Source: an optimization exercise on an open RTL-to-GDS flow (aim: small area). Production flows keep margins and buffers that such runs may drop.
The RTL was checked by simulation tests, not by an equivalence proof against the original design.
The flow treats the clock pin as an ideal source. Dropping or thinning the clock tree relies on that and would not hold on a real chip.
Power and IR drop assume default switching activity.

## MultTop_seq
module MultTop_seq(input wire clk, input wire reset, input wire m_enable,
                   input wire [7:0] a, input wire [7:0] b,
                   output wire [3:0] an, output wire [7:0] seg);
Size: ~370 cells after synthesis, ~4400 sq um of cells after synthesis.
==> flow/config.mk <==
export PLATFORM = sky130hd
export DESIGN_NAME = MultTop_seq
export DESIGN_NICKNAME = MultTop_seq
export VERILOG_FILES = /design/flow/design.v
export SDC_FILE = /design/flow/constraint.sdc
export NUM_CORES = 4
export LEC_CHECK = 0
export CAP_MARGIN = 20
export CORE_MARGIN = 2
export CORE_UTILIZATION = 40
export SLEW_MARGIN = 20
==> flow/constraint.sdc <==
create_clock -name core_clock -period 10.0 [get_ports {clk}]
set_input_delay 2.0000 -clock core_clock [delete_from_list [all_inputs] [get_ports {clk}]]
set_output_delay 2.0000 -clock core_clock [all_outputs]
set_load 0.01 [all_outputs]
standard.sh (not shown) runs the stock make flow with config.mk's settings and CLKGATE_MAP_FILE= SYNTH_SCRIPT=/design/flow/synth_recipe.tcl, a recipe that flattens the netlist after the stock synthesis.
==> flow/flow/run.sh <==
#!/bin/bash
export BUFFER_PORTS_ARGS="-buffer_cell sky130_fd_sc_hd__buf_1"
export CTS_ARGS="-sink_clustering_enable -repair_clock_nets -buf_list sky130_fd_sc_hd__clkbuf_8 -dont_use_dummy_load"
export PRE_CTS_TCL=$PWD/flow/pre_cts.tcl
export MY_NBUF=2
export MY_BUFCELL=sky130_fd_sc_hd__clkbuf_8
bash standard.sh > standard.log 2>&1
==> flow/flow/pre_cts.tcl <==
# Clock tree by hand: the clock port drives NBUF clock buffers, each driving
# the flip-flops of one vertical slice of the placement.
set nbuf $::env(MY_NBUF)
set bufcell $::env(MY_BUFCELL)
set block [ord::get_db_block]
set db [ord::get_db]
set clk_net [$block findNet clk]
set master [$db findMaster $bufcell]
set sinks {}
foreach it [$clk_net getITerms] {
  lappend sinks $it
}
# sort sinks by x
set keyed {}
foreach it $sinks {
  set inst [$it getInst]
  set loc [$inst getLocation]
  lappend keyed [list [lindex $loc 0] [lindex $loc 1] $it]
}
set keyed [lsort -integer -index 0 $keyed]
set n [llength $keyed]
set per [expr {int(ceil(double($n) / $nbuf))}]
for {set b 0} {$b < $nbuf} {incr b} {
  set grp [lrange $keyed [expr {$b * $per}] [expr {($b + 1) * $per - 1}]]
  if {[llength $grp] == 0} { continue }
  set inst [odb::dbInst_create $block $master "clkbuf_man_$b"]
  set net [odb::dbNet_create $block "clknet_man_$b"]
  $net setSigType CLOCK
  set sx 0; set sy 0
  foreach e $grp {
    set it [lindex $e 2]
    $it disconnect
    $it connect $net
    set sx [expr {$sx + [lindex $e 0]}]
    set sy [expr {$sy + [lindex $e 1]}]
  }
  set cx [expr {$sx / [llength $grp]}]
  set cy [expr {$sy / [llength $grp]}]
  [$inst findITerm A] connect $clk_net
  [$inst findITerm X] connect $net
  $inst setLocation $cx $cy
  $inst setPlacementStatus PLACED
  puts "manual clock buffer $b: [llength $grp] sinks at $cx $cy"
}
detailed_placement
The baseline produced a clean layout.
Next try:
--- a/flow/flow/run.sh
+++ b/flow/flow/run.sh
@@ -4,3 +3,0 @@
-export PRE_CTS_TCL=$PWD/flow/pre_cts.tcl
-export MY_NBUF=2
-export MY_BUFCELL=sky130_fd_sc_hd__clkbuf_8
removed: flow/flow/pre_cts.tcl
Outcome: Final cell count goes down by 1.1%; total power falls by about 6%; final area decreases by about 1.7%.

* * *

MultTop_seq, a different RTL version from the one above (not shown whole).
Size in the first run: roughly 350 cells after synthesis, about 90 flip-flops.
clock: 10.0 ns
lec_check: 0
cap_margin: 20
core_margin: 2
core_utilization: 80
place_density: 0.9
slew_margin: 20
==> flow/flow/run.sh <==
#!/bin/bash
set -euo pipefail
W=$PWD
{ head -n 1 synth_recipe.tcl; cat flow/abc_override.tcl; tail -n +2 synth_recipe.tcl; } > my_synth.tcl
sed "s#SYNTH_SCRIPT=[^ ]*#SYNTH_SCRIPT=$W/my_synth.tcl#" standard.sh > my_standard.sh
grep -q "SYNTH_SCRIPT=$W/my_synth.tcl" my_standard.sh
export MY_ABC_SCRIPT=$W/flow/area.abc
export BUFFER_PORTS_ARGS="-buffer_cell sky130_fd_sc_hd__buf_1"
export PRE_CTS_TCL=$W/flow/pre_cts.tcl
export MY_NBUF=8
export MY_BUFCELL=sky130_fd_sc_hd__inv_6
export MY_ROOT=sky130_fd_sc_hd__inv_2
bash my_standard.sh > standard.log 2>&1
==> flow/flow/pre_cts.tcl <==
# Clock tree by hand: the clock port drives MY_NBUF clock buffers (a power
# of two), each driving the flip-flops of one region of the placement,
# regions found by recursive bisection at the median.
set nbuf $::env(MY_NBUF)
set bufcell $::env(MY_BUFCELL)
set block [ord::get_db_block]
set db [ord::get_db]
set clk_net [$block findNet clk]
set master [$db findMaster $bufcell]
# the output pin of a buffer or inverter cell
proc out_pin {m} {
  foreach mt [$m getMTerms] {
    if {[$mt getIoType] eq "OUTPUT"} { return [$mt getName] }
  }
}
set items {}
foreach it [$clk_net getITerms] {
  set loc [[$it getInst] getLocation]
  lappend items [list [lindex $loc 0] [lindex $loc 1] $it]
}
proc bisect {items n} {
  if {$n <= 1} { return [list $items] }
  set xs [lsort -integer [lmap e $items {lindex $e 0}]]
  set ys [lsort -integer [lmap e $items {lindex $e 1}]]
  set dx [expr {[lindex $xs end] - [lindex $xs 0]}]
  set dy [expr {[lindex $ys end] - [lindex $ys 0]}]
  set idx [expr {$dx >= $dy ? 0 : 1}]
  set sorted [lsort -integer -index $idx $items]
  set half [expr {[llength $sorted] / 2}]
  set a [lrange $sorted 0 [expr {$half - 1}]]
  set b [lrange $sorted $half end]
  set m [expr {$n / 2}]
  return [concat [bisect $a $m] [bisect $b $m]]
}
set groups [bisect $items $nbuf]
# optional root buffer between the clock port and the leaf buffers
set root_net $clk_net
if {[info exists ::env(MY_ROOT)] && $::env(MY_ROOT) ne ""} {
  set rinst [odb::dbInst_create $block [$db findMaster $::env(MY_ROOT)] "clkbuf_man_root"]
  set root_net [odb::dbNet_create $block "clknet_man_root"]
  $root_net setSigType CLOCK
  [$rinst findITerm A] connect $clk_net
  [$rinst findITerm [out_pin [$db findMaster $::env(MY_ROOT)]]] connect $root_net
  set rx 0; set ry 0
  foreach e $items { set rx [expr {$rx + [lindex $e 0]}]; set ry [expr {$ry + [lindex $e 1]}] }
  $rinst setLocation [expr {$rx / [llength $items]}] [expr {$ry / [llength $items]}]
  $rinst setPlacementStatus PLACED
}
set b 0
foreach grp $groups {
  set inst [odb::dbInst_create $block $master "clkbuf_man_$b"]
  set net [odb::dbNet_create $block "clknet_man_$b"]
  $net setSigType CLOCK
  set sx 0; set sy 0
  foreach e $grp {
    set it [lindex $e 2]
    $it disconnect
    $it connect $net
    set sx [expr {$sx + [lindex $e 0]}]
    set sy [expr {$sy + [lindex $e 1]}]
  }
  set cx [expr {$sx / [llength $grp]}]
  set cy [expr {$sy / [llength $grp]}]
  [$inst findITerm A] connect $root_net
  [$inst findITerm [out_pin $master]] connect $net
  $inst setLocation $cx $cy
  $inst setPlacementStatus PLACED
  puts "manual clock buffer $b: [llength $grp] sinks at $cx $cy"
  incr b
}
detailed_placement
# the tree is complete: make clock_tree_synthesis only propagate the clock
rename clock_tree_synthesis orig_clock_tree_synthesis
proc clock_tree_synthesis {args} {
  puts "clock tree built by hand"
  set_propagated_clock [all_clocks]
}
# the hand-built tree may use inverter pairs; keep them as built
rename repair_clock_inverters orig_repair_clock_inverters
proc repair_clock_inverters {args} {
  puts "clock inverters kept as built"
}
Other scripts of this flow, unchanged in this note and not shown: flow/flow/abc_override.tcl, flow/flow/area.abc
The baseline produced a clean layout.
Rerun with:
--- a/flow/flow/run.sh
+++ b/flow/flow/run.sh
@@ -11,2 +11,2 @@
-export MY_BUFCELL=sky130_fd_sc_hd__inv_6
-export MY_ROOT=sky130_fd_sc_hd__inv_2
+export MY_BUFCELL=sky130_fd_sc_hd__inv_4
+export MY_ROOT=sky130_fd_sc_hd__inv_4
=> Final area is lower by about 0.4%; final cell count is unchanged; critical path depth is unchanged; core utilization fell by 0.37 points; flip-flop and latch count does not change; power goes down by 2.7%.
In every run of this note, the design's own scripts or RTL, not TritonCTS, make the clock network.

## re-timing with driven ports
In the flow no input, the clock included, has a driving cell. The finished layouts below were timed again as built, in two steps. Step 1 (the two cells are an assumption about what drives the block):
set clk [get_ports {clk}]
set_driving_cell -lib_cell sky130_fd_sc_hd__clkbuf_16 $clk
set_driving_cell -lib_cell sky130_fd_sc_hd__buf_2 [delete_from_list [all_inputs] $clk]
Step 2 moves the port delays by t, midway between the first and last clock arrival at a register: inputs arrive t later, outputs are due t later. That takes back most of the time a late clock gives input paths. Three values: ideal ports, drivers, drivers and shift; two values: the first two.
| run | t (ns) | setup slack, ns | hold slack, ns | worst setup path at the end | latest minus earliest clock arrival (ns) |
|---|---|---|---|---|---|
| the first run of note 1 | 0.655 | 6.246 / 6.213 / 6.469 | 0.370 / 0.370 / 0.370 | register to register | 0.025 / 0.024 |
| the second run of note 1 | 0.396 | 6.464 / 6.464 / 6.464 | 0.371 / 0.371 / 0.371 | register to register | 0.034 / 0.034 |
| the first run of note 2 | 0.434 | 5.645 / 5.645 / 5.645 | 0.385 / 0.385 / 0.385 | register to register | 0.018 / 0.017 |
| the second run of note 2 | 0.269 | 5.563 / 5.563 / 5.563 | 0.382 / 0.382 / 0.382 | register to register | 0.011 / 0.010 |
After both steps every run listed still meets setup and hold.
